Background: an optimization exercise with open tools, aiming at small area and a short achievable clock period. Do not read the settings as production practice.
RTL that was checked went through simulation tests only; none was proved equivalent to the original.
Only the layout flow was run in runs 4 and 5; the RTL was not checked for function there.
Power figures rest on the tool's default switching activity, not on a simulated workload.

--- flow/flow/run.sh ---
#!/bin/bash
# Standard ORFS layout, with plain buf_1 cells as the port buffers.
set -euo pipefail
bash standard.sh BUFFER_PORTS_ARGS="-buffer_cell sky130_fd_sc_hd__buf_1" finish > flow_std.log 2>&1
--- flow/constraint.sdc ---
create_clock -name core_clock -period 5.5 [get_ports {clk}]
set_input_delay 1.1000 -clock core_clock [delete_from_list [all_inputs] [get_ports {clk}]]
set_output_delay 1.1000 -clock core_clock [all_outputs]
set_load 0.01 [all_outputs]
--- flow/config.mk ---
export PLATFORM = sky130hd
export DESIGN_NAME = convolution
export DESIGN_NICKNAME = convolution
export VERILOG_FILES = /design/flow/design.v
export SDC_FILE = /design/flow/constraint.sdc
export NUM_CORES = 4
export LEC_CHECK = 0
export CAP_MARGIN = 20
export CORE_MARGIN = 2
export CORE_UTILIZATION = 40
export SLEW_MARGIN = 20
--- flow/design.v ---
module convolution(
input        clk,
input [71:0] pixel_data_in,
input        pixel_data_valid_in,
output reg [7:0] convolved_data_out,
output reg   convolved_data_valid_out
);
wire [7:0] p0 = pixel_data_in[7:0];
wire [7:0] p1 = pixel_data_in[15:8];
wire [7:0] p2 = pixel_data_in[23:16];
wire [7:0] p3 = pixel_data_in[31:24];
wire [7:0] p5 = pixel_data_in[47:40];
wire [7:0] p6 = pixel_data_in[55:48];
wire [7:0] p7 = pixel_data_in[63:56];
wire [7:0] p8 = pixel_data_in[71:64];
wire [10:0] sx = {3'b0,p0} + {3'b0,p6} + {2'b0,p3,1'b0} + {3'b0,~p2} + {3'b0,~p8} + {2'b0,~p5,1'b0} + 11'd4;
wire [10:0] sy = {3'b0,p0} + {3'b0,p2} + {2'b0,p1,1'b0} + {3'b0,~p6} + {3'b0,~p8} + {2'b0,~p7,1'b0} + 11'd4;
reg [10:0] gx, gy;
reg v1;
always @(posedge clk) begin
    gx <= {~sx[10], sx[9:0]};
    gy <= {~sy[10], sy[9:0]};
    v1 <= pixel_data_valid_in;
end
wire [10:0] ox_ = gx ^ {11{gx[10]}};
wire [10:0] oy_ = gy ^ {11{gy[10]}};
wire bigx = (|ox_[9:6]) | (gx[10] & &ox_[5:0]);
wire bigy = (|oy_[9:6]) | (gy[10] & &oy_[5:0]);
wire [5:0] ox = ox_[5:0];
wire [5:0] oy = oy_[5:0];
reg [6:0] tx;
always @(*) case ({gx[10], ox})
  7'd0: tx = 7'd64;
  7'd1: tx = 7'd64;
  7'd2: tx = 7'd64;
  7'd3: tx = 7'd64;
  7'd4: tx = 7'd64;
  7'd5: tx = 7'd64;
  7'd6: tx = 7'd63;
  7'd7: tx = 7'd63;
  7'd8: tx = 7'd63;
  7'd9: tx = 7'd63;
  7'd10: tx = 7'd63;
  7'd11: tx = 7'd63;
  7'd12: tx = 7'd63;
  7'd13: tx = 7'd62;
  7'd14: tx = 7'd62;
  7'd15: tx = 7'd62;
  7'd16: tx = 7'd62;
  7'd17: tx = 7'd61;
  7'd18: tx = 7'd61;
  7'd19: tx = 7'd61;
  7'd20: tx = 7'd61;
  7'd21: tx = 7'd60;
  7'd22: tx = 7'd60;
  7'd23: tx = 7'd59;
  7'd24: tx = 7'd59;
  7'd25: tx = 7'd59;
  7'd26: tx = 7'd58;
  7'd27: tx = 7'd58;
  7'd28: tx = 7'd57;
  7'd29: tx = 7'd57;
  7'd30: tx = 7'd56;
  7'd31: tx = 7'd56;
  7'd32: tx = 7'd55;
  7'd33: tx = 7'd54;
  7'd34: tx = 7'd54;
  7'd35: tx = 7'd53;
  7'd36: tx = 7'd53;
  7'd37: tx = 7'd52;
  7'd38: tx = 7'd51;
  7'd39: tx = 7'd50;
  7'd40: tx = 7'd49;
  7'd41: tx = 7'd49;
  7'd42: tx = 7'd48;
  7'd43: tx = 7'd47;
  7'd44: tx = 7'd46;
  7'd45: tx = 7'd45;
  7'd46: tx = 7'd44;
  7'd47: tx = 7'd43;
  7'd48: tx = 7'd42;
  7'd49: tx = 7'd40;
  7'd50: tx = 7'd39;
  7'd51: tx = 7'd38;
  7'd52: tx = 7'd37;
  7'd53: tx = 7'd35;
  7'd54: tx = 7'd33;
  7'd55: tx = 7'd32;
  7'd56: tx = 7'd30;
  7'd57: tx = 7'd28;
  7'd58: tx = 7'd26;
  7'd59: tx = 7'd23;
  7'd60: tx = 7'd21;
  7'd61: tx = 7'd17;
  7'd62: tx = 7'd13;
  7'd63: tx = 7'd6;
  7'd64: tx = 7'd64;
  7'd65: tx = 7'd64;
  7'd66: tx = 7'd64;
  7'd67: tx = 7'd64;
  7'd68: tx = 7'd64;
  7'd69: tx = 7'd63;
  7'd70: tx = 7'd63;
  7'd71: tx = 7'd63;
  7'd72: tx = 7'd63;
  7'd73: tx = 7'd63;
  7'd74: tx = 7'd63;
  7'd75: tx = 7'd63;
  7'd76: tx = 7'd62;
  7'd77: tx = 7'd62;
  7'd78: tx = 7'd62;
  7'd79: tx = 7'd62;
  7'd80: tx = 7'd61;
  7'd81: tx = 7'd61;
  7'd82: tx = 7'd61;
  7'd83: tx = 7'd61;
  7'd84: tx = 7'd60;
  7'd85: tx = 7'd60;
  7'd86: tx = 7'd59;
  7'd87: tx = 7'd59;
  7'd88: tx = 7'd59;
  7'd89: tx = 7'd58;
  7'd90: tx = 7'd58;
  7'd91: tx = 7'd57;
  7'd92: tx = 7'd57;
  7'd93: tx = 7'd56;
  7'd94: tx = 7'd56;
  7'd95: tx = 7'd55;
  7'd96: tx = 7'd54;
  7'd97: tx = 7'd54;
  7'd98: tx = 7'd53;
  7'd99: tx = 7'd53;
  7'd100: tx = 7'd52;
  7'd101: tx = 7'd51;
  7'd102: tx = 7'd50;
  7'd103: tx = 7'd49;
  7'd104: tx = 7'd49;
  7'd105: tx = 7'd48;
  7'd106: tx = 7'd47;
  7'd107: tx = 7'd46;
  7'd108: tx = 7'd45;
  7'd109: tx = 7'd44;
  7'd110: tx = 7'd43;
  7'd111: tx = 7'd42;
  7'd112: tx = 7'd40;
  7'd113: tx = 7'd39;
  7'd114: tx = 7'd38;
  7'd115: tx = 7'd37;
  7'd116: tx = 7'd35;
  7'd117: tx = 7'd33;
  7'd118: tx = 7'd32;
  7'd119: tx = 7'd30;
  7'd120: tx = 7'd28;
  7'd121: tx = 7'd26;
  7'd122: tx = 7'd23;
  7'd123: tx = 7'd21;
  7'd124: tx = 7'd17;
  7'd125: tx = 7'd13;
  7'd126: tx = 7'd6;
  7'd127: tx = 7'd127;
endcase
wire [6:0] ay = {1'b0, oy} + gy[10];
wire is_edge = bigx | bigy | (ay >= tx);
always @(posedge clk) begin
    convolved_data_out <= {8{is_edge}};
    convolved_data_valid_out <= v1;
end
endmodule
--- flow/standard.sh ---
#!/bin/bash
# synth_recipe.tcl (not shown) runs the flow's synth.tcl, then flattens the netlist and writes it again
# the make line also repeats each setting of config.mk as NAME=value (left out here)
make -C /OpenROAD-flow-scripts/flow DESIGN_CONFIG=/design/flow/config.mk WORK_HOME=/design/flow/orfs CLKGATE_MAP_FILE= SYNTH_SCRIPT=/design/flow/synth_recipe.tcl "${@:-finish}"
==> flow_metrics.tcl, run 1 <==
set metrics [dict create \
    fmax_mhz 236 \
    setup_viol 0 \
    post-cts-setup-buffer-count 0 \
    drc_errors 0 \
    cts_num_sinks 25 \
    combPwrFrac_pct 81.4 \
    synthTopCellsByArea "fa_1, ha_1, inv_1, dfxtp_1, o21ai_0" \
    fin_crit_ps 4240 \
    syn-instance-count 613 \
    worstMarginPinSlew_ps 725 \
    power_density_nw_per_um2 572 \
    regArea_um2 500 \
    crit_start "pixel_data_in[50]" \
    synth_warnings 1 \
    ios 83 \
    slew_headroom_pct 51.6 \
    grt_usage_pct 16.4 \
    core-area_um2 12000 \
    drive_gt1_share_pct 1.82 \
    final_nets 845 \
    hold_viol_final 0 \
    drt-total-wl_mm 10.3 \
    holdCritStartpoint "v1" \
    dieArea_um2 13200 \
    area_growth_pct 7.34 \
    post_drt_wl_per_cell_um 12.7 \
    grt_pass1_wl_mm 18.1 \
    antenna_found_initial 0 \
    num_vias 4102 \
    rsz0062_at_grt "false" \
    clk_latency_ps 260 \
    start_util_pct 41.0 \
    n_antenna_cell 0 \
    setup_tns_ps 0 \
    avgSynthCellArea_um2 8.04 \
    syn_nets 797 \
    crit_family "adder cells" \
    leakagePower_nw 2.55 \
    yosys_most_used_dff "dfxtp_1" \
    cts_tree "yes" \
    num_rows 40 \
    final_cell_mix "inv_1, buf_1, fa_1" \
    crit_type "in -> reg" \
    port_buffers 74 \
    clock_path_buffers 2 \
    critPathSlowestCell "fa_1" \
    ctsRootBufferMaster "clkbuf_16" \
    cts.clk_slew.worst_paths_ps 70 \
    gp_congestion 0.879 \
    netlist_area_um2 4930 \
    die_w_um 115 \
    pre_cts_ws_ps 963 \
    yosys.area.top_type "fa_1" \
    holdWs_ps 329 \
    slew_violations 0 \
    htreeDepth 1 \
    multiInputGateArea_um2 3650 \
    critical_path.max_fanout 4 \
    grt_max_degree 54 \
    synth_top_area_share_pct 25.2 \
    ant_nets 0 \
    cp.arrival_ps 4430 \
    hold_path.class "reg -> reg" \
    layout_commonest_cell "inv_1" \
    ys_seq_area_share_pct 10.2 \
    path_cells "buf_1 > inv_1 > fa_1 > inv_1 > fa_1 > inv_1 > fa_1 > inv_1 > ha_1 > nor2b_1 > o21ai_0 > a21oi_1 > o41ai_1 > xnor2_1" \
    cpMostUsedCell "inv_1" \
    crit_path_end_kind "flip-flop" \
    fillCellCount 1249 \
    pwr-share-clk_pct 5.5 \
    dr.pass1.iters 5 \
    cp-start-kind "primary input" \
    cp_num_buf_inv 5 \
    reg2reg_from "gx[1]" \
    ir_worst_vdd_v 0.000231 \
    worst_path_largest_cell_delay_ps 530 \
    async_reset_ff_share_pct 0 \
    p_int_mw 1.43 \
    post_cts_resized 0 \
    cts_buffers 3 \
    synth_edf_count 0 \
    setup_ws_ps 1260 \
    power_mw 3.02 \
    seqPwrFrac_pct 13.1 \
    vias_per_cell 5.08 \
    grt_pass1_vias 4072 \
    max-cap-violations 0 \
    status "timing/DRC/antenna clean" \
    ys_types 57 \
    skew_ps 9.29 \
    synth-seq-cells 25 \
    fin_crit_sh_pct 77.1 \
    globalRouteOverflowTotal 0 \
    hold_buffers 0 \
    power_switching_share_pct 52.8 \
    p_switching_mw 1.60 \
    drtIter0Drc 171 \
    die_y_um 115 \
    required_ps 5690 \
    hpwl_mm 8.53 \
]
-- flip-flops by register name, indices dropped and copies added (netlist names) --
| name | flops |
|---|---|
| convolved_data_out | 1 |
| convolved_data_valid_out | 1 |
| gx | 11 |
| gy | 11 |
| v1 | 1 |
-- power groups by stage --
stage | clock, mW | combinational, mW | sequential [mW]
floorplan | 0 | 2.05 | 0.330
global placement | 0 | 2.41 | 0.397
detailed placement | 0 | 2.45 | 0.398
CTS | 0.173 | 2.46 | 0.395
global route | 0.182 | 2.81 | 0.414
finish | 0.166 | 2.46 | 0.397
-- cells in the mapped netlist, types with 10 or more instances --
| library cell | number |
|---|---|
| dfxtp_1 | 25 |
| a21oi_1 | 33 |
| xnor2_1 | 19 |
| nor2_1 | 36 |
| xor2_1 | 12 |
| inv_1 | 148 |
| fa_1 | 62 |
| buf_2 | 15 |
| ha_1 | 48 |
| o21ai_0 | 34 |
| o22ai_1 | 10 |
| nand2_1 | 26 |
| nand2b_1 | 12 |
-- kinds of logic after synthesis --
group	count (synthesis)	synth area share, %
buffers and inverters	185	15.8
flip-flops	25	10.2
AO/OA/AOI/OAI	140	18.4
multiplexers	1	0.203
XOR/XNOR	31	5.51
AND/OR/NAND/NOR	121	12.6
adder cells (fa/ha/maj)	110	37.4
-- final timing paths --
check	end	slack (ps)	cells after the start
setup / recovery	gx[8]	1260	14
hold / removal	convolved_data_valid_out	330	0
setup reg to reg	convolved_data_out[0]	1770	14
hold reg to reg	convolved_data_valid_out	330	0
-- metrics by stage --
step                cells  cell area, µm²  util [%]
finish                807            5290      44.0
global placement      803            5200      43.3
global route          807            5290      44.0
floorplan             613            4930         -
detailed placement    803            5200      43.3
CTS                   807            5290      44.0
-- layout make-up --
cell class                      count  share of cell area [%]
Tap cell                          147                    3.48
Timing Repair Buffer               78                    5.82
Multi-Input combinational cell    403                    69.0
Inverter                          150                    10.6
Clock buffer                        3                    1.42
Sequential cell                    25                    9.46
Clock inverter                      1                   0.166
-- per-layer routing --
layer / up-vias / GRT usage, % / wire length, µm
met5: - / 0 / 0
met1: 1922 / 22.0 / 4800
met3: 2 / 1.69 / 458
li1: 2067 / - / -
met4: 0 / 1.29 / 13
met2: 111 / 29.6 / 5010
-- worst reg2reg max path: stages (launching register included) --
cell,delay [ps]
dfxtp_1,600
xor2_1,430
inv_1,200
ha_1,400
nor3b_1,300
o21ai_0,130
nor2_1,200
a221oi_2,80
o22ai_1,260
ha_1,280
nand2b_1,140
a21o_1,170
a21oi_1,140
o21a_1,150
o2111ai_1,140
==> run 2, diff against run 1 <==
==> flow/run.sh (new file) <==
#!/bin/bash
# synth_recipe.tcl (not shown) runs the flow's synth.tcl, then flattens the netlist and writes it again
# the make line also repeats each setting of config.mk as NAME=value (left out here)
make -C /OpenROAD-flow-scripts/flow DESIGN_CONFIG=/design/flow/config.mk WORK_HOME=/design/flow/orfs CLKGATE_MAP_FILE= SYNTH_SCRIPT=/design/flow/synth_recipe.tcl finish
removed: flow/flow/run.sh
removed: flow/standard.sh
==> flow_metrics.tcl, run 2 <==
set metrics [dict create \
    cp.arrival_ps 4910 \
    ys_top_cells_by_count "inv_1, fa_1, ha_1" \
    cts_num_sinks 25 \
    holdWs_ps 328 \
    syn_nets 797 \
    post_drt_wl_per_cell_um 13.3 \
    synth_compound_area_share_pct 18.4 \
    synth_top_area_share_pct 25.2 \
    ys_types 57 \
    required_ps 5690 \
    met1_length_mm 4.86 \
    core-area_um2 12000 \
    dieArea_um2 13200 \
    wl_met2_mm 5.17 \
    path_cells "clkdlybuf4s50_1 > inv_1 > fa_1 > inv_1 > fa_1 > inv_1 > fa_1 > inv_1 > ha_1 > a21o_1 > a21oi_1 > o211ai_1 > a221oi_1 > xnor2_1" \
    worst_path_largest_cell_delay_ps 540 \
    crit_type "in -> reg" \
    netlist_area_um2 4930 \
    grt_usage_pct 17.2 \
    status "timing/DRC/antenna clean" \
    antenna_found_initial 0 \
    worstMarginPinSlew_ps 733 \
    die_y_um 115 \
    slew_violations 0 \
    final_nets 846 \
    gp_congestion 0.867 \
    reg2reg_depth 14 \
    grt_pass1_vias 4192 \
    drt-total-wl_mm 10.7 \
    cts_buffers 3 \
    power_density_nw_per_um2 537 \
    yosys_most_used_dff "dfxtp_1" \
    cp-start-kind "primary input" \
    synth_warnings 1 \
    vias_per_cell 5.12 \
    htreeDepth 1 \
    holdPathStages 0 \
    globalRouteOverflowTotal 0 \
    ios 83 \
    syn-instance-count 613 \
    drc_errors 0 \
    clk_latency_ps 260 \
    synthSimpleGateAreaFrac_pct 12.6 \
    ctsRootBufferMaster "clkbuf_16" \
    synthTopCellsByArea "fa_1, ha_1, inv_1, dfxtp_1, o21ai_0" \
    wl_met3_um 633 \
    layout_commonest_cell "inv_1" \
    cts_tree "yes" \
    ant_nets 0 \
    synthAdderAreaFrac_pct 37.4 \
    avgSynthCellArea_um2 8.04 \
    synth_xor_area_share_pct 5.51 \
    hold_path.class "reg -> reg" \
    clock_path_buffers 2 \
    yosys.area.top_type "fa_1" \
    synth_edf_count 0 \
    cts.clk_slew.worst_paths_ps 70 \
    muxShareOfSynthArea_pct 0.203 \
    hpwl_mm 8.87 \
    synth_top_family_by_area "adder cells" \
    final_cell_mix "inv_1, clkdlybuf4s50_1, fa_1" \
    setup_tns_ps 0 \
    slew_headroom_pct 51.0 \
    cpMostUsedCell "inv_1" \
    post_cts_resized 0 \
    crit_path_end_kind "flip-flop" \
    yosysMostFrequentCell "inv_1" \
    drive_gt1_share_pct 1.97 \
    fmax_mhz 212 \
    n_antenna_cell 0 \
    top_layer_used "met4" \
    dr.pass1.iters 5 \
    critPathSlowestCell "fa_1" \
    post-cts-setup-buffer-count 0 \
    critical_path.max_fanout 4 \
    max-cap-violations 0 \
    async_reset_ff_share_pct 0 \
    leakagePower_nw 2.76 \
    num_vias 4140 \
    setup_viol 0 \
    rsz0062_at_grt "false" \
    grt_max_degree 44 \
    drtIter0Drc 227 \
    num_rows 40 \
    fin_crit_ps 4720 \
    reg_top3 "gx (11), gy (11)" \
    ys_seq_area_share_pct 10.2 \
    skew_ps 4.63 \
    grt_pass1_wl_mm 19.0 \
    area_growth_pct 16.9 \
    synth-seq-cells 25 \
    ir_worst_vdd_v 0.000280 \
    die_w_um 115 \
    hold_viol_final 0 \
    fin_crit_sh_pct 85.7 \
    hold_buffers 0 \
    start_util_pct 41.0 \
    port_buffers 74 \
]
## run 2: cell type report
type,count,area (µm²)
Sequential cell,25,500
Timing Repair Buffer,79,778
Multi-Input combinational cell,403,3650
Tap cell,147,184
Fill cell,1187,6250
Inverter,150,563
Clock buffer,3,75.1
Clock inverter,1,7.51
## run 2: report_power, final
part           internal, mW  leakage, nW  switching [mW]
registers             0.283        0.211           0.122
clock network        0.0987       0.0371          0.0651
logic                  1.08         2.51            1.44
## run 2: critical path: cells and delay by family
| kind | cells | cell delay, ps |
|---|---|---|
| adders and majority gates | 4 | 1950 |
| buffers and inverters | 5 | 700 |
| AOI/OAI and AO/OA | 4 | 1010 |
| xor gates and xnor gates | 1 | 160 |
## run 2: kinds of logic after synthesis
| family | Yosys count |
|---|---|
| adders and majority gates | 110 |
| xor gates and xnor gates | 31 |
| DFF | 25 |
| AOI/OAI and AO/OA | 140 |
| buffers and inverters | 185 |
| muxes | 1 |
| and+or+nand+nor | 121 |
## run 2: path summary, 6_finish.rpt
kind / start / end / slack [ps]
max: pixel_data_in[3] / gx[9] / 780
min: v1 / convolved_data_valid_out / 330
max reg2reg: gx[1] / convolved_data_out[0] / 1730
min reg2reg: v1 / convolved_data_valid_out / 330
## run 2: routing by layer
metal	track usage [%]	vias up
li1	-	2068
met1	24.1	1931
met2	30.0	133
met3	1.79	8
met4	1.61	0
met5	0	-
## run 2: metrics by stage
| step | total power [mW] | setup WS [ps] | utilization [%] | area (µm²) | std cells |
|---|---|---|---|---|---|
| floorplan | 2.38 | 1390 | - | 4930 | 613 |
| global placement | 2.86 | 615 | 47.3 | 5680 | 804 |
| detailed placement | 2.90 | 582 | 47.3 | 5680 | 804 |
| CTS | 3.09 | 854 | 47.9 | 5760 | 808 |
| global route | 3.46 | 592 | 47.9 | 5760 | 808 |
| finish | 3.09 | 784 | 47.9 | 5760 | 808 |
==> run 3, diff against run 2 <==
==> flow/flow/run.sh (new file) <==
#!/bin/bash
# Own flow: the standard synthesis, then its combinational logic re-mapped by ABC for area
# (registers, their names and cell types kept as the standard synthesis made them), then the
# standard ORFS layout of that netlist with buf_1 port buffers.
set -euo pipefail
W=$PWD
R=orfs/results/sky130hd/convolution/base
YOSYS=$FLOW_HOME/../tools/install/yosys/bin/yosys
[ -x "$YOSYS" ] || YOSYS=yosys
LIB=$FLOW_HOME/platforms/sky130hd/lib/sky130_fd_sc_hd__tt_025C_1v80.lib

bash standard.sh synth > std_synth.log 2>&1
cp $R/1_2_yosys.v std_netlist.v
DU=$(grep -o -- "-dont_use [^ ]*" orfs/logs/sky130hd/convolution/base/1_2_yosys.log | sort -u | tr '\n' ' ')
mv orfs orfs_std

cat > resynth.ys <<EOT
read_liberty -ignore_miss_func $LIB
blackbox sky130_fd_sc_hd__df* sky130_fd_sc_hd__conb_*
read_verilog std_netlist.v
hierarchy -top $FLOW_TOP
flatten
opt_clean -purge
opt -fast
abc -script $W/flow/resynth.abc -liberty $LIB $DU
opt_clean -purge
hilomap -singleton -hicell sky130_fd_sc_hd__conb_1 HI -locell sky130_fd_sc_hd__conb_1 LO
splitnets
opt_clean -purge
stat -liberty $LIB
write_verilog -noattr -noexpr -nohex -nodec resynth.v
EOT
$YOSYS -s resynth.ys > resynth.log 2>&1

bash standard.sh SYNTH_NETLIST_FILES=$W/resynth.v \
  BUFFER_PORTS_ARGS="-buffer_cell sky130_fd_sc_hd__buf_1" finish > flow_layout.log 2>&1
==> flow/flow/resynth.abc (new file) <==
strash
ifraig
scorr
dc2
dch -f
map -a
topo
strash
dch -f
map -a
topo
==> flow/standard.sh (new file) <==
#!/bin/bash
# synth_recipe.tcl (not shown) runs the flow's synth.tcl, then flattens the netlist and writes it again
# the make line also repeats each setting of config.mk as NAME=value (left out here)
make -C /OpenROAD-flow-scripts/flow DESIGN_CONFIG=/design/flow/config.mk WORK_HOME=/design/flow/orfs CLKGATE_MAP_FILE= SYNTH_SCRIPT=/design/flow/synth_recipe.tcl "${@:-finish}"
removed: flow/run.sh
==> flow_metrics.tcl, run 3 <==
set metrics [dict create \
    ant_nets 0 \
    slew_violations 0 \
    vias_per_cell 5.00 \
    hold_path.class "reg -> reg" \
    fin_util_pct 46.1 \
    cts_num_sinks 25 \
    synth_warnings 0 \
    crit_type "in -> reg" \
    num_rows 36 \
    power_density_nw_per_um2 428 \
    clk_latency_ps 260 \
    grt_pass1_wl_mm 17.5 \
    fillCellCount 1110 \
    hold_viol_final 0 \
    cp-start-kind "primary input" \
    reg_top3 "gx (11), gy (11)" \
    fin_crit_ps 4020 \
    antenna_found_initial 0 \
    ir_worst_vdd_v 0.000135 \
    cts_buffers 3 \
    regArea_um2 500 \
    fmax_mhz 248 \
    setup_tns_ps 0 \
    power_mw 1.93 \
    final_nets 914 \
    fin_cells 972 \
    syn-instance-count 761 \
    max-cap-violations 0 \
    skew_ps 0.955 \
    cts.clk_slew.worst_paths_ps 80 \
    drt-total-wl_mm 10.2 \
    final_cell_mix "nand2_1, nor2_1, clkinv_1" \
    critical_path.max_fanout 5 \
    holdWs_ps 336 \
    post_cts_resized 0 \
    cp.arrival_ps 4170 \
    drtIter0Drc 197 \
    dp.cells 968 \
    post_drt_wl_per_cell_um 10.5 \
    ios 83 \
    post-cts-setup-buffer-count 0 \
    grt_max_degree 25 \
    layout_commonest_cell "nand2_1" \
    crit_path_end_kind "flip-flop" \
    setup_viol 0 \
    syn_nets 835 \
    worst_path_largest_cell_delay_ps 310 \
    port_buffers 74 \
    globalRouteOverflowTotal 0 \
    drive_gt1_share_pct 3.34 \
    cpMostUsedCell "nand2_1" \
    rsz0062_at_grt "false" \
    n_antenna_cell 0 \
    grt_usage_pct 18.6 \
    critPathSlowestCell "o21ai_0" \
    status "timing/DRC/antenna clean" \
    die_y_um 104 \
    multiInputGateArea_um2 3120 \
    ctsRootBufferMaster "clkbuf_8" \
    dieArea_um2 10800 \
    gp_congestion 0.926 \
    path_cells "buf_1 > maj3_1 > a21oi_1 > or2_2 > nand2_1 > nand2_1 > or2_2 > nand2_1 > xnor2_1 > or2_2 > nand2_1 > nand2_1 > o21ai_0 > nand2_1 > nand2_1 > nand2_1 > nand2_1 > nand2_1 > nand2_1 > nand2_1 > a31oi_1 > o21ai_0" \
    num_vias 4860 \
    clock_path_buffers 2 \
    die_w_um 104 \
    cts_tree "yes" \
    netlist_area_um2 4010 \
    htreeDepth 1 \
    hold_buffers 0 \
    core-area_um2 9770 \
    dr.pass1.iters 5 \
    area_growth_pct 12.3 \
    worstMarginPinSlew_ps 712 \
    fin_crit_sh_pct 73.2 \
    leakagePower_nw 1.86 \
    grt_pass1_vias 4299 \
    drc_errors 0 \
    required_ps 5640 \
    start_util_pct 41.0 \
    slew_headroom_pct 51.9 \
    avgSynthCellArea_um2 5.27 \
    hpwl_mm 8.70 \
]
-- run 3: routing by layer --
metal	global-route usage, %	share of wire [%]
met4	5.98	1.8
met3	1.00	4.2
met1	22.9	45
met5	0	0
met2	34.4	49
-- run 3: worst max-delay path, delay by kind of cell --
| family | cells | cell delay, ps |
|---|---|---|
| xor gates and xnor gates | 1 | 70 |
| and+or+nand+nor | 15 | 1800 |
| buffers and inverters | 1 | 160 |
| AOI/OAI and AO/OA | 4 | 790 |
| adders and majority gates | 1 | 240 |
-- run 3: where the power goes --
part	switching [mW]	internal [mW]
Combinational	0.923	0.518
Clock	0.0542	0.0517
Sequential	0.111	0.271
Total	1.09	0.841
-- run 3: area by class of cell --
type	count	area share, %
sequential	25	11.1
inverter	104	8.67
clock buffer	4	1.00
multi-input combinational	631	69.2
tap	133	3.70
timing repair buffer	75	6.34
-- run 3: worst paths after layout --
kind                                        start                       end  slack, ps  cells past startpoint
worst max-delay path            pixel_data_in[49]                    gx[10]       1480                     22
worst min-delay path                           v1  convolved_data_valid_out        340                      0
worst max register to register              gx[2]     convolved_data_out[0]       2080                     13
worst min register to register                 v1  convolved_data_valid_out        340                      0
-- run 3: through the flow --
stage,instance area [µm²],setup slack [ps]
detailed placement,4460,1180
finish,4500,1480
global placement,4460,1210
floorplan,4010,1780
global route,4500,1050
CTS,4500,1460
==> run 4, diff against run 3 <==
==> flow/design.v (replaced) <==
module convolution(
input        clk,
input [71:0] pixel_data_in,
input        pixel_data_valid_in,
output reg [7:0] convolved_data_out,
output reg   convolved_data_valid_out
);
wire [7:0] p0 = pixel_data_in[7:0];
wire [7:0] p1 = pixel_data_in[15:8];
wire [7:0] p2 = pixel_data_in[23:16];
wire [7:0] p3 = pixel_data_in[31:24];
wire [7:0] p5 = pixel_data_in[47:40];
wire [7:0] p6 = pixel_data_in[55:48];
wire [7:0] p7 = pixel_data_in[63:56];
wire [7:0] p8 = pixel_data_in[71:64];
wire [10:0] a = {3'b0, p0} - {3'b0, p8};
wire [10:0] b = {3'b0, p6} - {3'b0, p2};
wire [10:0] c = {3'b0, p3} - {3'b0, p5};
wire [10:0] d = {3'b0, p1} - {3'b0, p7};
reg [10:0] gx, gy;
reg        valid1;
always @(posedge clk) begin
    gx <= a + b + {c[9:0], 1'b0};
    gy <= a - b + {d[9:0], 1'b0};
    valid1 <= pixel_data_valid_in;
end
wire m64x = &gx[10:6] & ~|gx[5:0];
wire m64y = &gy[10:6] & ~|gy[5:0];
wire bigx = ~(&gx[10:6] | ~|gx[10:6]) | m64x;
wire bigy = ~(&gy[10:6] | ~|gy[10:6]) | m64y;
localparam [895:0] TX_TABLE = 896'h7efdfbf7ef9f3e7cf9f3e7af5ebd78f1e3c76edd3a74e5cb870ddbb66ad5a3466c98b060bd72d58ad5294e992a44480f9d3664b1420302800a308142c64d9d3e811244a993a954ad62d5cbd83062c99b468d5ab66eddc3872e5d3a74eddbc78f1e3d7af5ebe7cf9f3e7cf9fbf7efdfbf;
wire [6:0] tx = TX_TABLE[7*gx[6:0] +: 7];
wire [6:0] xy = gy[6:0] ^ {7{gy[10]}};
wire [7:0] cmp = {1'b0, xy} + {1'b0, ~tx} + {7'b0, gy[10]};
wire is_edge = bigx | bigy | cmp[7];
always @(posedge clk) begin
    convolved_data_out <= {8{is_edge}};
    convolved_data_valid_out <= valid1;
end
endmodule
==> flow/flow/resynth.abc (replaced) <==
strash
ifraig
scorr
dc2
dch -f
map -a
topo
strash
dch -f
map -a
topo
strash
dch -f
map -a
topo
==> flow_metrics.tcl, run 4 <==
set metrics [dict create \
    status "timing/DRC/antenna clean" \
    hpwl_mm 6.97 \
    skew_ps 4.50 \
    stdcell_area_um2 3740 \
    avgSynthCellArea_um2 5.57 \
    hold_viol_final 0 \
    post_drt_wl_per_cell_um 10.1 \
    slew_violations 0 \
    rsz0062_at_grt "false" \
    cts_tree "yes" \
    ir_worst_vdd_v 0.000135 \
    crit_path_end_kind "flip-flop" \
    layout_commonest_cell "nand2_1" \
    largest_reg_flops 11 \
    num_vias 3697 \
    p_switching_mw 0.820 \
    reg_top3 "gy (11), gx (10)" \
    syn_nets 665 \
    num_rows 33 \
    globalRouteOverflowTotal 0 \
    core-area_um2 8090 \
    drtIter0Drc 90 \
    critical_path.max_fanout 3 \
    grt_pass1_vias 3292 \
    fin_crit_ps 4510 \
    die_w_um 94.8 \
    syn-instance-count 591 \
    port_buffers 74 \
    worst_path_largest_cell_delay_ps 320 \
    n_antenna_cell 0 \
    power_density_nw_per_um2 413 \
    holdWs_ps 343 \
    ant_nets 0 \
    hold_buffers 0 \
    htreeDepth 1 \
    cp-start-kind "primary input" \
    reg2reg_from "gx[3]" \
    cts_num_sinks 24 \
    crit_type "in -> reg" \
    power_mw 1.55 \
    post-cts-setup-buffer-count 0 \
    worstMarginPinSlew_ps 559 \
    combPwrFrac_pct 69.9 \
    netlist_area_um2 3290 \
    critPathSlowestCell "or2_2" \
    required_ps 5690 \
    fmax_mhz 222 \
    ios 83 \
    area_growth_pct 13.7 \
    post_cts_resized 0 \
    setup_viol 0 \
    hold_path.class "reg -> reg" \
    drt-total-wl_mm 7.84 \
    grt_usage_pct 18.8 \
    slew_headroom_pct 62.7 \
    leakagePower_nw 1.55 \
    dieArea_um2 8980 \
    final_cell_mix "nand2_1, nor2_1, clkinv_1" \
    clk_latency_ps 260 \
    grt_max_degree 17 \
    fin_crit_sh_pct 82.0 \
    cp.arrival_ps 4710 \
    fillCellCount 942 \
    crit_start "pixel_data_in[64]" \
    antenna_found_initial 0 \
    holdCritStartpoint "valid1" \
    die_y_um 94.8 \
    p_int_mw 0.727 \
    reg2reg_depth 12 \
    cpMostUsedCell "nand2_1" \
    top_register "gy" \
    ctsRootBufferMaster "clkbuf_8" \
    cts_buffers 3 \
    regToRegSetupSlack_ps 2520 \
    clock_path_buffers 2 \
    regArea_um2 480 \
    drc_errors 0 \
    grt_pass1_wl_mm 13.8 \
    placed_area_um2 3700 \
    fin_cells 773 \
    seqPwrFrac_pct 23.6 \
    setup_tns_ps 0 \
    cts.clk_slew.worst_paths_ps 80 \
    drive_gt1_share_pct 4.49 \
    dr.pass1.iters 4 \
    multiInputGateArea_um2 2430 \
    max-cap-violations 0 \
    synth_warnings 0 \
    dp.cells 770 \
    holdPathStages 0 \
    gp_congestion 0.915 \
    start_util_pct 40.7 \
    vias_per_cell 4.78 \
    final_nets 744 \
    pwr-share-clk_pct 6.5 \
    power_switching_share_pct 53.0 \
]
run 4: path summary, 6_finish.rpt:
| kind | to |
|---|---|
| worst min-delay path | convolved_data_valid_out |
| worst max register to register | convolved_data_out[0] |
| worst min register to register | convolved_data_valid_out |
| worst max-delay path | gx[9] |
run 4: critical path, delay by kind of cell:
family,cells,cell delay [ps]
xor+xnor,2,340
compound gates,5,940
buf+inv,5,400
simple gates,14,1910
run 4: stage by stage:
step | utilization (%) | setup slack [ps]
2_1_floorplan | - | 1340
3_3_place_gp | 45.8 | 765
3_5_place_dp | 45.8 | 622
4_1_cts | 46.3 | 888
5_1_grt | 46.3 | 373
6_report | 46.3 | 988
run 4: power by group through the flow:
| stage | Clock, mW | Sequential, mW | Combinational, mW |
|---|---|---|---|
| 5_1_grt | 0.111 | 0.383 | 1.25 |
| 3_3_place_gp | 0 | 0.374 | 1.08 |
| 3_5_place_dp | 0 | 0.371 | 1.08 |
| 4_1_cts | 0.104 | 0.367 | 1.08 |
| 6_report | 0.100 | 0.365 | 1.08 |
| 2_1_floorplan | 0 | 0.347 | 0.841 |
run 4: cell type report:
type | instances | area share, %
repair buffers | 74 | 7.42
clock buffers | 3 | 1.10
well taps | 105 | 3.51
flip-flops and latches | 24 | 12.8
multi-input cells | 465 | 64.9
inverters | 102 | 10.2
run 4: layer usage:
layer | up-vias | global-route usage [%] | part of all wire (%)
li1 | 2033 | - | -
met1 | 1569 | 23.1 | 45
met2 | 79 | 34.8 | 49
met3 | 16 | 1.12 | 3.3
met4 | 0 | 5.92 | 2.7
met5 | - | 0 | 0
==> run 5, diff against run 4 <==
==> flow/flow/resynth.abc (replaced) <==
strash
ifraig
scorr
dc2
dch -f
map -a
topo
strash
dch -f
map -D 2000
topo
strash
dch -f
map -D 2000
topo
==> flow_metrics.tcl, run 5 <==
set metrics [dict create \
    drt-total-wl_mm 8.92 \
    path_cells "buf_1 > clkinv_1 > nand2_1 > a21oi_1 > nand2_1 > nand3b_1 > o21a_1 > o21ai_0 > nand2_1 > a211oi_1 > nor2_1 > o21ai_0 > clkinv_1 > nand2_1 > nand2_1 > o21ai_0 > nand2_1 > a21boi_0 > o22ai_1 > a41oi_1" \
    clk_latency_ps 270 \
    leakagePower_nw 1.68 \
    skew_ps 2.78 \
    fin_crit_sh_pct 76.4 \
    globalRouteOverflowTotal 0 \
    pwr-share-clk_pct 9.7 \
    critical_path.max_fanout 4 \
    seqPwrFrac_pct 22.7 \
    layout_commonest_cell "nand2_1" \
    drive_gt1_share_pct 2.50 \
    ctsRootBufferMaster "clkbuf_8" \
    pre_cts_ws_ps 985 \
    wl_met3_um 342 \
    regToRegSetupSlack_ps 2090 \
    ios 83 \
    met1_length_mm 4.47 \
    worstMarginPinSlew_ps 567 \
    grt_usage_pct 19.1 \
    vias_per_cell 4.99 \
    dieArea_um2 9460 \
    netlist_area_um2 3480 \
    largest_reg_flops 11 \
    grt_pass1_wl_mm 15.6 \
    power_mw 1.60 \
    syn-instance-count 642 \
    slew_headroom_pct 61.8 \
    fin_crit_ps 4200 \
    final_cell_mix "nand2_1, clkinv_1, nor2_1" \
    crit_path_end_kind "flip-flop" \
    setup_viol 0 \
    endpoint "gx[10]" \
    cp.arrival_ps 4400 \
    post_cts_resized 0 \
    p_int_mw 0.758 \
    required_ps 5700 \
    die_y_um 97.3 \
    placed_area_um2 3890 \
    setup_tns_ps 0 \
    clock_path_buffers 2 \
    cp-start-kind "primary input" \
    worst_path_largest_cell_delay_ps 470 \
    ant_nets 0 \
    reg2reg_from "gx[3]" \
    reg_top3 "gy (11), gx (10)" \
    hold_viol_final 0 \
    post_drt_wl_per_cell_um 10.8 \
    r2r_end "convolved_data_out[0]" \
    p_switching_mw 0.838 \
    crit_type "in -> reg" \
    num_vias 4130 \
    cts_num_sinks 24 \
    grt_pass1_vias 3673 \
    fmax_mhz 238 \
    n_antenna_cell 0 \
    cts_tree "yes" \
    top_register "gy" \
    slew_violations 0 \
    max-cap-violations 0 \
    final_nets 795 \
    rsz0062_at_grt "false" \
    port_buffers 74 \
    combPwrFrac_pct 67.6 \
    hold_buffers 0 \
    crit_start "pixel_data_in[1]" \
    hold_path.class "reg -> reg" \
    power_switching_share_pct 52.5 \
    fin_util_pct 46.1 \
    start_util_pct 40.5 \
    synth_warnings 0 \
    area_growth_pct 13.9 \
    drc_errors 0 \
    antenna_found_initial 0 \
    stdcell_area_um2 3970 \
    power_density_nw_per_um2 402 \
    cts.clk_slew.worst_paths_ps 90 \
    drtIter0Drc 151 \
    wl_met2_mm 4.03 \
    setup_ws_ps 1300 \
    ir_worst_vdd_v 0.000129 \
    post-cts-setup-buffer-count 0 \
    gp_congestion 0.881 \
    cts_buffers 3 \
    die_w_um 97.3 \
    avgSynthCellArea_um2 5.42 \
    grt_max_degree 16 \
    core-area_um2 8590 \
    critPathSlowestCell "o21ai_0" \
    reg2reg_depth 15 \
    cpMostUsedCell "nand2_1" \
    status "timing/DRC/antenna clean" \
    htreeDepth 1 \
    top_layer_used "met4" \
    dr.pass1.iters 5 \
    syn_nets 716 \
    num_rows 34 \
    hpwl_mm 7.69 \
]
## run 5: cell types whose count changed in the layout (fill, tap and decap cells not counted), sizes merged, moves of 7 or more
| cell | delta |
|---|---|
| nor3 | +7 |
| nor2 | -21 |
| o21ai | +18 |
| nand2 | +36 |
| xor2 | -17 |
| or2 | -18 |
| a21oi | -13 |
| nand3 | +38 |
## run 5: cell type report
type	instances	area (µm²)
clock buffers	3	41.3
clock inverters	1	30.0
fillers	976	4630
inverters	100	375
multi-input cells	518	2630
flip-flops and latches	24	480
well taps	108	135
repair buffers	74	278
## run 5: worst min-delay path by stage
stage / start / end / depth (start not counted)
2_1_floorplan: valid1 / convolved_data_valid_out / 0
3_3_place_gp: valid1 / convolved_data_valid_out / 0
3_5_place_dp: valid1 / convolved_data_valid_out / 0
4_1_cts: valid1 / convolved_data_valid_out / 0
5_1_grt: valid1 / convolved_data_valid_out / 0
6_report: valid1 / convolved_data_valid_out / 0
## run 5: power by group through the flow
stage / Clock, mW / Combinational (mW) / Sequential (mW)
floorplan: 0 / 0.839 / 0.334
CTS: 0.158 / 1.07 / 0.363
global placement: 0 / 1.07 / 0.368
detailed placement: 0 / 1.06 / 0.366
global route: 0.166 / 1.24 / 0.381
finish: 0.155 / 1.08 / 0.362
## run 5: worst max-delay path, delay by kind of cell
family | cells | cell delay [ps]
compound gates | 9 | 1920
buf+inv | 3 | 360
simple gates | 8 | 1020
## run 5: stage by stage
stage                     cells  hold slack, ps
final                       828             339
after global routing        828             353
after CTS                   828             344
after detailed placement    824             317
after global placement      824             319
after floorplan             642             310
## run 5: per-layer routing
| layer | track usage [%] | vias to the layer above |
|---|---|---|
| li1 | - | 2275 |
| met1 | 26.7 | 1755 |
| met2 | 32.6 | 91 |
| met3 | 1.44 | 9 |
| met4 | 3.63 | 0 |
| met5 | 0 | - |
==> run 6, diff against run 5 <==
--- a/flow/design.v
+++ b/flow/design.v
@@ -14,14 +14,23 @@
 wire [7:0] p7 = pixel_data_in[63:56];
 wire [7:0] p8 = pixel_data_in[71:64];
-wire [10:0] a = {3'b0, p0} - {3'b0, p8};
-wire [10:0] b = {3'b0, p6} - {3'b0, p2};
-wire [10:0] c = {3'b0, p3} - {3'b0, p5};
-wire [10:0] d = {3'b0, p1} - {3'b0, p7};
+reg [8:0] a, b, c, d;
+reg       valid1;
+always @(posedge clk) begin
+    a <= {1'b0, p0} - {1'b0, p8};
+    b <= {1'b0, p6} - {1'b0, p2};
+    c <= {1'b0, p3} - {1'b0, p5};
+    d <= {1'b0, p1} - {1'b0, p7};
+    valid1 <= pixel_data_valid_in;
+end
+wire [10:0] ae = {{2{a[8]}}, a};
+wire [10:0] be = {{2{b[8]}}, b};
+wire [10:0] ce = {{2{c[8]}}, c};
+wire [10:0] de = {{2{d[8]}}, d};
 reg [10:0] gx, gy;
-reg        valid1;
+reg        valid2;
 always @(posedge clk) begin
-    gx <= a + b + {c[9:0], 1'b0};
-    gy <= a - b + {d[9:0], 1'b0};
-    valid1 <= pixel_data_valid_in;
+    gx <= ae + be + {ce[9:0], 1'b0};
+    gy <= ae - be + {de[9:0], 1'b0};
+    valid2 <= valid1;
 end
 wire m64x = &gx[10:6] & ~|gx[5:0];
@@ -36,5 +45,5 @@
 always @(posedge clk) begin
     convolved_data_out <= {8{is_edge}};
-    convolved_data_valid_out <= valid1;
+    convolved_data_valid_out <= valid2;
 end
 endmodule
==> flow/flow/resynth.abc (replaced) <==
strash
ifraig
scorr
dc2
dch -f
map -a
topo
strash
dch -f
map -D 1000
topo
strash
dch -f
map -D 1000
topo
==> flow_metrics.tcl, run 6 <==
set metrics [dict create \
    status "timing/DRC/antenna clean" \
    n_antenna_cell 0 \
    syn_nets 722 \
    clock_path_buffers 2 \
    cp-start-kind "primary input" \
    cp_num_buf_inv 2 \
    worstMarginPinSlew_ps 535 \
    num_vias 4156 \
    dr.pass1.iters 4 \
    cts_tree "yes" \
    final_cell_mix "nand2_1, clkinv_1, nor2_1" \
    slew_headroom_pct 64.2 \
    leakagePower_nw 2.01 \
    grt_pass1_vias 3979 \
    post-cts-setup-buffer-count 0 \
    ios 83 \
    regToRegSetupSlack_ps 3120 \
    area_growth_pct 15.0 \
    synth_warnings 0 \
    reg_top3 "gy (11), gx (10)" \
    fin_crit_ps 2440 \
    fin_crit_sh_pct 44.4 \
    path_cells "buf_1 > clkinv_1 > nand2_1 > a21boi_0 > nand2_1 > nand2_1 > nand2_1 > o21ai_0 > nand2_1 > nand3_1 > nand3_1 > o21ai_0 > a21oi_1" \
    drt-total-wl_mm 8.46 \
    core-area_um2 10200 \
    antenna_found_initial 0 \
    top_register "gy" \
    reg2reg_depth 9 \
    cpMostUsedCell "nand2_1" \
    grt_max_degree 14 \
    skew_ps 9.52 \
    cts.clk_slew.worst_paths_ps 70 \
    avgSynthCellArea_um2 6.46 \
    drtIter0Drc 153 \
    r2r_end "convolved_data_out[0]" \
    critical_path.max_fanout 2 \
    start_util_pct 40.9 \
    syn-instance-count 648 \
    dieArea_um2 11300 \
    slew_violations 0 \
    crit_family "compound AO/OA/AOI/OAI gates" \
    grt_pass1_wl_mm 15.6 \
    final_nets 807 \
    post_drt_wl_per_cell_um 9.69 \
    netlist_area_um2 4190 \
    num_rows 37 \
    power_density_nw_per_um2 448 \
    setup_viol 0 \
    hpwl_mm 7.05 \
    busiest_layer "met2" \
    fmax_mhz 409 \
    layout_commonest_cell "nand2_1" \
    ant_nets 0 \
    vias_per_cell 4.76 \
    setup_ws_ps 3060 \
    largest_reg_flops 11 \
    cts_num_sinks 61 \
    htreeDepth 3 \
    hold_path.class "reg -> reg" \
    port_buffers 74 \
    reg2reg_from "gx[4]" \
    cts_buffers 9 \
    hold_viol_final 0 \
    crit_type "in -> reg" \
    crit_cells 13 \
    worst_path_largest_cell_delay_ps 280 \
    met3_usage_pct 3.07 \
    ir_worst_vdd_v 0.000131 \
    use_met2_pct 29.0 \
    drc_errors 0 \
    critPathSlowestCell "a21boi_0" \
    use_met1_pct 19.8 \
    endpoint "b[8]" \
    die_y_um 106 \
    setup_tns_ps 0 \
    ctsRootBufferMaster "clkbuf_8" \
    crit_start "pixel_data_in[49]" \
    grt_usage_pct 16.6 \
    pre_cts_ws_ps 2670 \
    clk_latency_ps 330 \
    globalRouteOverflowTotal 0 \
    required_ps 5700 \
    rsz0062_at_grt "false" \
    drive_gt1_share_pct 4.75 \
    holdPathStages 0 \
    crit_path_end_kind "flip-flop" \
    gp_congestion 0.851 \
    post_cts_resized 0 \
    max-cap-violations 0 \
    die_w_um 106 \
    cp.arrival_ps 2640 \
    hold_buffers 0 \
]
## run 6: cell types whose count changed in the layout (fill, tap and decap cells not counted), sizes merged, moves of 5 or more
| cell | change |
|---|---|
| clkinv | +6 |
| nor2 | -13 |
| dfxtp | +37 |
| nand2 | -23 |
| o211ai | +6 |
| xor2 | +18 |
| a21o | +5 |
| clkbuf | +8 |
| nand4 | -6 |
| nor3 | -5 |
| o21ai | -7 |
## run 6: routing by layer
layer  up-vias  wire, µm
met4         0       174
li1       2272         -
met5         -         0
met2       113      3930
met3        15       356
met1      1756      4000
## run 6: worst reg2reg max path, stage by stage, from the launching register on
cell and delay [ps]:
dfxtp_1 600, clkinv_1 440, nor2_1 250, nor3_1 70, a211oi_1 310, o21ai_0 120, o21ai_0 190, nand2_1 80
a21oi_1 110, o21ai_0 90
## run 6: how the worst min path moves through the flow
stage | startpoint | to
final | valid2 | convolved_data_valid_out
after global routing | valid2 | convolved_data_valid_out
after CTS | valid1 | valid2
after detailed placement | valid1 | valid2
after global placement | valid2 | convolved_data_valid_out
after floorplan | valid2 | convolved_data_valid_out
## run 6: layout make-up
cell class                      count  area [µm²]
Clock buffer                       11         131
Clock inverter                      4        50.0
Fill cell                        1060        5420
Inverter                          105         394
Multi-Input combinational cell    482        2570
Sequential cell                    61        1220
Tap cell                          136         170
Timing Repair Buffer               74         278
## run 6: metrics by stage
| stage | instance area, µm² | instances | total power, mW | hold slack, ps | utilization, % |
|---|---|---|---|---|---|
| 5_1_grt | 4810 | 873 | 2.38 | 337 | 47.1 |
| 2_1_floorplan | 4190 | 648 | 1.55 | 310 | - |
| 3_5_place_dp | 4630 | 858 | 1.79 | 316 | 45.3 |
| 6_report | 4810 | 873 | 2.16 | 329 | 47.1 |
| 4_1_cts | 4810 | 873 | 2.17 | 333 | 47.1 |
| 3_3_place_gp | 4630 | 858 | 1.77 | 311 | 45.3 |
## run 6: power breakdown
group | leakage, nW | total (mW) | switching (mW) | internal, mW
Clock | 0.0854 | 0.367 | 0.161 | 0.206
Combinational | 1.41 | 1.08 | 0.649 | 0.429
Sequential | 0.514 | 0.712 | 0.138 | 0.574
==> run 7, diff against run 6 <==
--- a/flow/config.mk
+++ b/flow/config.mk
@@ -9,3 +9,4 @@
 export CORE_MARGIN = 2
 export CORE_UTILIZATION = 40
+export SETUP_SLACK_MARGIN = 3.5
 export SLEW_MARGIN = 20
==> flow_metrics.tcl, run 7 <==
set metrics [dict create \
    syn-instance-count 648 \
    r2r_end "convolved_data_out[0]" \
    syn_nets 722 \
    gp_congestion 0.857 \
    die_y_um 106 \
    rsz0062_at_grt "true" \
    worst_path_largest_cell_delay_ps 240 \
    largest_reg_flops 11 \
    dp.cells 858 \
    status "timing/DRC/antenna clean" \
    grt_pass1_wl_mm 16.4 \
    area_growth_pct 41.2 \
    core-area_um2 10200 \
    fin_crit_ps 2080 \
    final_nets 856 \
    regToRegSetupSlack_ps 3540 \
    regArea_um2 1240 \
    reg2reg_from "gx[2]" \
    required_ps 5730 \
    endpoint "d[7]" \
    fin_cells 923 \
    die_w_um 106 \
    hold_path.class "reg -> reg" \
    max-cap-violations 0 \
    start_util_pct 40.9 \
    crit_start "pixel_data_in[56]" \
    htreeDepth 3 \
    cts_num_sinks 61 \
    num_rows 37 \
    hold_viol_final 0 \
    cts.clk_slew.worst_paths_ps 70 \
    grt_pass1_vias 4181 \
    dr.pass1.iters 7 \
    cp-start-kind "primary input" \
    fin_crit_sh_pct 37.9 \
    critical_path.max_fanout 2 \
    holdWs_ps 331 \
    antenna_found_initial 0 \
    port_buffers 74 \
    worstMarginPinSlew_ps 430 \
    ctsRootBufferMaster "clkbuf_8" \
    fmax_mhz 480 \
    drive_gt1_share_pct 26.8 \
    critPathSlowestCell "and3_4" \
    path_cells "buf_6 > inv_4 > nor2_4 > nand2_2 > nand2_4 > o21ai_2 > nand2_1 > nand2_2 > nand2_2 > nand2_2 > nand2_1 > o211ai_1 > and3_4 > nor2_2" \
    cpMostUsedCell "nand2_2" \
    post_drt_wl_per_cell_um 10.8 \
    reg_top3 "gy (11), gx (10)" \
    dieArea_um2 11300 \
    num_vias 4529 \
    hpwl_mm 7.06 \
    setup_tns_ps 0 \
    slew_violations 0 \
    ir_worst_vdd_v 0.000171 \
    cts_tree "yes" \
    drt-total-wl_mm 9.97 \
    placed_area_um2 4780 \
    globalRouteOverflowTotal 0 \
    slew_headroom_pct 71.3 \
    crit_path_end_kind "flip-flop" \
    grt_max_degree 14 \
    cts_buffers 9 \
    clock_path_buffers 2 \
    setup_viol 0 \
    ant_nets 0 \
    ios 83 \
    synth_warnings 0 \
    skew_ps 13.1 \
    fillCellCount 959 \
    avgSynthCellArea_um2 6.46 \
    stdcell_area_um2 5910 \
    hold_buffers 0 \
    drc_errors 0 \
    clk_latency_ps 340 \
    drtIter0Drc 158 \
    multiInputGateArea_um2 2980 \
    cp.arrival_ps 2310 \
    grt_usage_pct 17.4 \
    crit_type "in -> reg" \
    vias_per_cell 4.91 \
    power_density_nw_per_um2 412 \
    top_register "gy" \
    netlist_area_um2 4190 \
    reg2reg_depth 11 \
    n_antenna_cell 0 \
    layout_commonest_cell "nand2_1" \
    final_cell_mix "nand2_1, clkinv_1, nor2_1" \
    leakagePower_nw 2.56 \
]
## run 7: what timing repair did
item | in CTS | in global routing
pin swaps | 25 | 36
endpoints found under the setup margin | 29 | 34
buffers inserted | 40 | 9
gates resized for setup | 84 | 90
## run 7: worst min path at each step
| stage | cells after the start | end | start |
|---|---|---|---|
| floorplan | 0 | convolved_data_valid_out | valid2 |
| global placement | 0 | convolved_data_valid_out | valid2 |
| detailed placement | 0 | convolved_data_valid_out | valid2 |
| CTS | 0 | convolved_data_valid_out | valid2 |
| global route | 0 | valid2 | valid1 |
| finish | 0 | convolved_data_valid_out | valid2 |
## run 7: critical path, delay by kind of cell
kind	cells	cell delay, ps
and+or+nand+nor	10	830
buffers and inverters	2	150
AOI/OAI and AO/OA	2	240
## run 7: cell type report
cell class,instances,area share (%)
well taps,136,2.88
clock buffers,10,2.33
inverters,105,7.60
clock inverters,6,1.46
flip-flops and latches,61,21.0
repair buffers,123,14.2
multi-input cells,482,50.5
## run 7: where the power goes
group | internal, mW | leakage, nW | total [mW] | switching [mW]
clock | 0.266 | 0.112 | 0.440 | 0.174
combinational | 0.541 | 1.94 | 1.27 | 0.728
sequential | 0.580 | 0.515 | 0.723 | 0.143
## run 7: per-layer routing
| metal | GRT usage [%] | share of wire (%) |
|---|---|---|
| met1 | 20.3 | 42 |
| met2 | 31.2 | 50 |
| met3 | 3.00 | 4.9 |
| met4 | 7.61 | 2.7 |
| met5 | 0 | 0 |
## run 7: stage by stage
step           setup WS, ps  utilization, %  power [mW]
2_1_floorplan          3310               -        1.56
4_1_cts                3410            54.1        2.34
5_1_grt                3330            57.7        2.65
3_5_place_dp           2860            46.7        1.81
3_3_place_gp           2870            46.7        1.78
6_report               3420            57.7        2.43
==> run 8, diff against run 7 <==
--- a/flow/config.mk
+++ b/flow/config.mk
@@ -9,4 +9,4 @@
 export CORE_MARGIN = 2
 export CORE_UTILIZATION = 40
-export SETUP_SLACK_MARGIN = 3.5
+export SETUP_SLACK_MARGIN = 3.1
 export SLEW_MARGIN = 20
==> flow_metrics.tcl, run 8 <==
set metrics [dict create \
    cts_tree "yes" \
    post_drt_wl_per_cell_um 9.73 \
    num_vias 4140 \
    fmax_mhz 448 \
    skew_ps 10.3 \
    pre_cts_ws_ps 2670 \
    post-cts-setup-buffer-count 0 \
    setup_viol 0 \
    num_rows 37 \
    hold_viol_final 0 \
    ant_nets 0 \
    syn_nets 722 \
    crit_path_end_kind "flip-flop" \
    n_antenna_cell 0 \
    largest_reg_flops 11 \
    clk_latency_ps 330 \
    antenna_found_initial 0 \
    clock_path_buffers 2 \
    cp.arrival_ps 2500 \
    fillCellCount 1054 \
    start_util_pct 40.9 \
    dr.pass1.iters 5 \
    max-cap-violations 0 \
    grt_max_degree 14 \
    avgSynthCellArea_um2 6.46 \
    gp_congestion 0.851 \
    fin_crit_sh_pct 40.6 \
    die_y_um 106 \
    reg_top3 "gy (11), gx (10)" \
    required_ps 5770 \
    layout_commonest_cell "nand2_1" \
    drt-total-wl_mm 8.50 \
    leakagePower_nw 2.01 \
    hold_buffers 0 \
    final_nets 807 \
    grt_pass1_wl_mm 15.6 \
    ir_worst_vdd_v 0.000135 \
    setup_ws_ps 3270 \
    netlist_area_um2 4190 \
    drc_errors 0 \
    drive_gt1_share_pct 7.19 \
    status "timing/DRC/antenna clean" \
    final_cell_mix "nand2_1, clkinv_1, nor2_1" \
    slew_violations 0 \
    top_register "gy" \
    die_w_um 106 \
    grt_pass1_vias 3979 \
    ios 83 \
    setup_tns_ps 0 \
    cts_num_sinks 61 \
    dieArea_um2 11300 \
    worstMarginPinSlew_ps 536 \
    core-area_um2 10200 \
    vias_per_cell 4.74 \
    multiInputGateArea_um2 2610 \
    slew_headroom_pct 64.2 \
    hold_path.class "reg -> reg" \
    cts.clk_slew.worst_paths_ps 70 \
    ctsRootBufferMaster "clkbuf_8" \
    drtIter0Drc 110 \
    cts_buffers 9 \
    regArea_um2 1230 \
    hpwl_mm 7.05 \
    crit_type "in -> reg" \
    rsz0062_at_grt "true" \
    cp-start-kind "primary input" \
    critical_path.max_fanout 2 \
    synth_warnings 0 \
    htreeDepth 3 \
    power_density_nw_per_um2 447 \
    globalRouteOverflowTotal 0 \
    grt_usage_pct 16.6 \
    port_buffers 74 \
    syn-instance-count 648 \
    area_growth_pct 16.3 \
    fin_crit_ps 2230 \
]
## run 8: cell type report
cell class	instances	area share, %
inverters	105	8.33
multi-input cells	482	53.5
repair buffers	74	5.71
clock buffers	11	2.70
flip-flops and latches	61	25.2
clock inverters	4	1.03
well taps	136	3.50
## run 8: worst paths after layout
check / startpoint / to / slack, ps / depth (start not counted)
hold reg to reg: valid2 / convolved_data_valid_out / 330 / 0
setup / recovery: pixel_data_in[57] / d[8] / 3270 / 13
hold / removal: valid2 / convolved_data_valid_out / 330 / 0
setup reg to reg: gx[2] / convolved_data_out[0] / 3320 / 11
## run 8: repair_timing
action	in CTS	in global routing
endpoints found under the setup margin	5	13
resized for setup	3	22
pin swaps	0	1
cloned	0	0
## run 8: layer usage
layer / track usage [%] / routed length (µm) / vias to the layer above
met5: 0 / 0 / -
li1: - / - / 2274
met2: 29.0 / 4000 / 89
met4: 7.42 / 153 / 0
met3: 3.07 / 366 / 12
met1: 19.8 / 3980 / 1765
## run 8: metrics by stage
| stage | hold WS, ps | cells | total power [mW] | area (µm²) | util [%] |
|---|---|---|---|---|---|
| global placement | 311 | 858 | 1.77 | 4630 | 45.3 |
| CTS | 333 | 873 | 2.17 | 4810 | 47.1 |
| detailed placement | 316 | 858 | 1.79 | 4630 | 45.3 |
| finish | 329 | 873 | 2.18 | 4870 | 47.6 |
| floorplan | 310 | 648 | 1.55 | 4190 | - |
| global route | 337 | 873 | 2.40 | 4870 | 47.6 |
## run 8: power breakdown
group,internal [mW],switching (mW)
sequential,0.578,0.143
clock,0.206,0.161
combinational,0.436,0.654
## run 8: worst max-delay path: stages
cell and delay [ps]:
buf_1 70, clkinv_1 60, or2_2 290, nand2_2 100, o21ai_1 90, nand2_1 70
nand2_1 90, nand2_1 90, nand2_1 70, nand2_1 60, o211ai_1 90, and3_2 190
a21oi_1 110
==> run 9, diff against run 8 <==
--- a/flow/config.mk
+++ b/flow/config.mk
@@ -9,4 +9,4 @@
 export CORE_MARGIN = 2
 export CORE_UTILIZATION = 40
-export SETUP_SLACK_MARGIN = 3.1
+export SETUP_SLACK_MARGIN = 3.3
 export SLEW_MARGIN = 20
==> flow_metrics.tcl, run 9 <==
set metrics [dict create \
    fmax_mhz 467 \
    skew_ps 10.7 \
    holdCritStartpoint "valid2" \
    drive_gt1_share_pct 13.4 \
    drtIter0Drc 150 \
    avgSynthCellArea_um2 6.46 \
    dr.pass1.iters 7 \
    num_vias 4187 \
    hold_end "convolved_data_valid_out" \
    top_register "gy" \
    power_mw 2.34 \
    holdPathStages 0 \
    r2r_end "convolved_data_out[0]" \
    required_ps 5710 \
    final_cell_mix "nand2_1, clkinv_1, nor2_1" \
    reg2reg_depth 9 \
    ir_worst_vdd_v 0.000165 \
    worstMarginPinSlew_ps 424 \
    die_y_um 106 \
    setup_tns_ps 0 \
    hold_buffers 0 \
    n_antenna_cell 0 \
    area_growth_pct 21.9 \
    final_nets 810 \
    dieArea_um2 11300 \
    drc_errors 0 \
    ant_nets 0 \
    crit_path_end_kind "flip-flop" \
    cts.clk_slew.worst_paths_ps 70 \
    hpwl_mm 7.10 \
    setup_viol 0 \
    cp-start-kind "primary input" \
    hold_path.class "reg -> reg" \
    die_w_um 106 \
    num_rows 37 \
    netlist_area_um2 4190 \
    slew_violations 0 \
    syn-instance-count 648 \
    port_buffers 74 \
    holdWs_ps 330 \
    drt-total-wl_mm 8.59 \
    cts_tree "yes" \
    htreeDepth 3 \
    start_util_pct 40.9 \
    crit_type "in -> reg" \
    synth_warnings 0 \
    reg_top3 "gy (11), gx (10)" \
    reg2reg_from "gx[3]" \
    rsz0062_at_grt "true" \
    regToRegSetupSlack_ps 3500 \
    grt_pass1_wl_mm 14.8 \
    grt_usage_pct 15.8 \
    post_drt_wl_per_cell_um 9.79 \
    fin_crit_ps 2140 \
    hold_viol_final 0 \
    fin_util_pct 49.9 \
    largest_reg_flops 11 \
    antenna_found_initial 0 \
    max-cap-violations 0 \
    grt_pass1_vias 3680 \
    gp_congestion 0.873 \
    layout_commonest_cell "nand2_1" \
    critical_path.max_fanout 2 \
    clock_path_buffers 2 \
    grt_max_degree 14 \
    power_density_nw_per_um2 459 \
    cp.arrival_ps 2350 \
    clk_latency_ps 330 \
    cts_buffers 9 \
    vias_per_cell 4.77 \
    cts_num_sinks 61 \
    ios 83 \
    syn_nets 722 \
    core-area_um2 10200 \
    slew_headroom_pct 71.6 \
    globalRouteOverflowTotal 0 \
    status "timing/DRC/antenna clean" \
    ctsRootBufferMaster "clkbuf_8" \
    leakagePower_nw 2.12 \
    fin_crit_sh_pct 38.9 \
]
run 9: worst max path at each step:
stage,from,endpoint,slack (ps),depth (start not counted)
after floorplan,pixel_data_in[65],a[8],3290,13
after global placement,pixel_data_in[56],d[8],2950,14
after detailed placement,pixel_data_in[25],c[8],2900,13
after CTS,pixel_data_in[56],d[8],3300,14
after global routing,pixel_data_in[25],c[7],3290,13
final,pixel_data_in[64],a[8],3360,14
run 9: timing repair:
action / CTS / global route
endpoints found under the setup margin: 6 / 17
pin swaps: 0 / 11
buffers inserted: 0 / 3
gates resized for setup: 9 / 49
run 9: per-stage QoR:
stage / cell area (µm²) / instances / setup slack, ps
6_report: 5100 / 877 / 3360
5_1_grt: 5100 / 877 / 3290
4_1_cts: 4950 / 874 / 3300
3_5_place_dp: 4680 / 858 / 2900
3_3_place_gp: 4680 / 858 / 2950
2_1_floorplan: 4230 / 648 / 3290
run 9: report_power, final:
group / switching (mW) / internal, mW
clock: 0.165 / 0.312
combinational: 0.688 / 0.457
sequential: 0.140 / 0.578
total: 0.993 / 1.35
run 9: final cells by class:
class,count,area [µm²]
clock inverter,6,110
tap,136,170
fill,1020,5130
clock buffer,10,138
inverter,105,403
timing repair buffer,77,307
sequential,61,1230
multi-input combinational,482,2750
run 9: metal layers:
metal | vias to the layer above | global-route usage, % | share of wire [%]
li1 | 2277 | - | -
met1 | 1780 | 19.9 | 47
met2 | 116 | 26.3 | 47
met3 | 14 | 2.94 | 4.1
met4 | 0 | 6.86 | 1.9
met5 | - | 0 | 0
run 9: critical path, cell delays in order:
cell and delay [ps]:
clkbuf_2 100, inv_2 60, nor2_4 40, nand2_2 80, nand2_4 70, o21ai_4 170
nand2_2 70, nand2_2 100, nand2_2 60, nand2_2 80, nand2_1 50, o211ai_1 110
and3_4 220, a21oi_1 40
==> run 10, diff against run 9 <==
--- a/flow/config.mk
+++ b/flow/config.mk
@@ -11,2 +11,3 @@
 export SETUP_SLACK_MARGIN = 3.3
 export SLEW_MARGIN = 20
+export TNS_END_PERCENT = 0
==> flow_metrics.tcl, run 10 <==
set metrics [dict create \
    met1_length_mm 4.04 \
    cts.clk_slew.worst_paths_ps 70 \
    power_density_nw_per_um2 446 \
    hold_buffers 0 \
    clock_path_buffers 2 \
    hold_viol_final 0 \
    rsz0062_at_grt "true" \
    required_ps 5720 \
    cts_tree "yes" \
    cts_num_sinks 61 \
    globalRouteOverflowTotal 0 \
    endpoint "a[8]" \
    layout_commonest_cell "nand2_1" \
    antenna_found_initial 0 \
    holdWs_ps 329 \
    regToRegSetupSlack_ps 3450 \
    grt_max_degree 14 \
    cp.arrival_ps 2350 \
    core-area_um2 10200 \
    worstMarginPinSlew_ps 448 \
    wl_met2_mm 3.95 \
    crit_type "in -> reg" \
    final_cell_mix "nand2_1, clkinv_1, nor2_1" \
    ctsRootBufferMaster "clkbuf_8" \
    vias_per_cell 4.79 \
    gp_congestion 0.871 \
    setup_viol 0 \
    cp-start-kind "primary input" \
    largest_reg_flops 11 \
    drive_gt1_share_pct 11.6 \
    netlist_area_um2 4190 \
    grt_usage_pct 16.0 \
    port_buffers 74 \
    post_drt_wl_per_cell_um 9.71 \
    final_nets 808 \
    leakagePower_nw 2.08 \
    top_register "gy" \
    ir_worst_vdd_v 0.000140 \
    area_growth_pct 19.3 \
    ant_nets 0 \
    grt_pass1_vias 3812 \
    n_antenna_cell 0 \
    syn-instance-count 648 \
    die_w_um 106 \
    ios 83 \
    critical_path.max_fanout 2 \
    skew_ps 11.5 \
    reg2reg_from "gx[3]" \
    syn_nets 722 \
    fin_crit_ps 2130 \
    htreeDepth 3 \
    hold_path.class "reg -> reg" \
    status "timing/DRC/antenna clean" \
    reg_top3 "gy (11), gx (10)" \
    die_y_um 106 \
    avgSynthCellArea_um2 6.46 \
    slew_violations 0 \
    top_layer_used "met4" \
    cts_buffers 9 \
    num_vias 4193 \
    grt_pass1_wl_mm 15.1 \
    dr.pass1.iters 5 \
    fin_crit_sh_pct 38.7 \
    drc_errors 0 \
    fmax_mhz 470 \
    synth_warnings 0 \
    num_rows 37 \
    drtIter0Drc 186 \
    crit_path_end_kind "flip-flop" \
    clk_latency_ps 330 \
    wl_met3_um 374 \
    start_util_pct 40.9 \
    drt-total-wl_mm 8.50 \
    max-cap-violations 0 \
    dieArea_um2 11300 \
    setup_tns_ps 0 \
    crit_start "pixel_data_in[64]" \
    hpwl_mm 7.08 \
    slew_headroom_pct 69.8 \
    r2r_end "convolved_data_out[0]" \
    holdPathStages 0 \
    reg2reg_depth 9 \
]
[run 10: timing repair]
action / CTS / global route
pin swaps: 0 / 11
endpoints found under the setup margin: 7 / 19
buffers inserted: 0 / 1
gates resized for setup: 5 / 44
gates cloned: 0 / 0
[run 10: power breakdown]
group          internal (mW)  total [mW]  leakage [nW]  switching [mW]
Clock                  0.220       0.384        0.0964           0.164
Sequential             0.578       0.719         0.514           0.140
Combinational          0.455        1.13          1.47           0.671
Total                   1.25        2.23          2.08           0.976
[run 10: critical path: stages]
cell	delay [ps]
clkbuf_2	100
inv_2	70
nor2_4	40
nand2_2	60
nand2_2	60
o21ai_2	170
nand2_1	90
nand2_2	100
nand2_2	70
nand2_2	80
nand2_1	50
o211ai_1	100
and3_4	220
a21oi_1	40
[run 10: area by class of cell]
type,instances,area (µm²)
clock buffers,12,145
fillers,1056,5240
inverters,105,398
multi-input cells,482,2710
well taps,136,170
clock inverters,4,47.5
flip-flops and latches,61,1230
repair buffers,75,290
[run 10: metal layers]
metal,vias to the layer above,track usage (%)
met5,-,0
met4,0,6.48
met3,14,2.94
met2,113,26.9
met1,1788,20.2
li1,2278,-
[run 10: how the worst min path moves through the flow]
stage,start,end,slack (ps)
CTS,valid1,valid2,330
global route,valid2,convolved_data_valid_out,350
floorplan,valid2,convolved_data_valid_out,310
finish,valid2,convolved_data_valid_out,330
detailed placement,valid1,valid2,310
global placement,valid2,convolved_data_valid_out,310
[run 10: per-stage QoR]
step | utilization, % | instances | setup WS [ps] | instance area [µm²] | total power, mW
floorplan | - | 648 | 3290 | 4230 | 1.56
global placement | 45.7 | 858 | 2880 | 4670 | 1.77
detailed placement | 45.7 | 858 | 2860 | 4670 | 1.80
CTS | 47.6 | 874 | 3230 | 4870 | 2.20
global route | 48.8 | 875 | 3240 | 4990 | 2.46
finish | 48.8 | 875 | 3370 | 4990 | 2.23

-- what the ideal ports hide --
No port has a modelled driver above. Below, the same layouts with a new extraction and two added sets of constraints.
Step 1, drivers: a clkbuf_16 drives clk and a buf_2 each remaining input, both assumed.
Step 2, shift: input delay + t, output delay - t, t = (earliest + latest rising clock arrival at the registers) / 2. This alone moves slack from input paths to output paths.
Three values: no drivers, after step 1, after step 2; two values: the first two.
run | t (ns) | slack for setup (ns)
run 1 | 0.290 | 1.259 / 1.265 / 0.974
run 2 | 0.289 | 0.784 / 0.790 / 0.500
run 3 | 0.288 | 1.475 / 1.473 / 1.185
run 4 | 0.283 | 0.988 / 0.993 / 0.709
run 5 | 0.296 | 1.301 / 1.310 / 1.014
run 6 | 0.360 | 3.057 / 3.065 / 2.704
run 7 | 0.363 | 3.416 / 3.412 / 3.049
run 8 | 0.360 | 3.268 / 3.277 / 2.917
run 9 | 0.359 | 3.360 / 3.371 / 3.012
run 10 | 0.351 | 3.372 / 3.379 / 3.028
After both steps setup and hold are still met in every run listed.
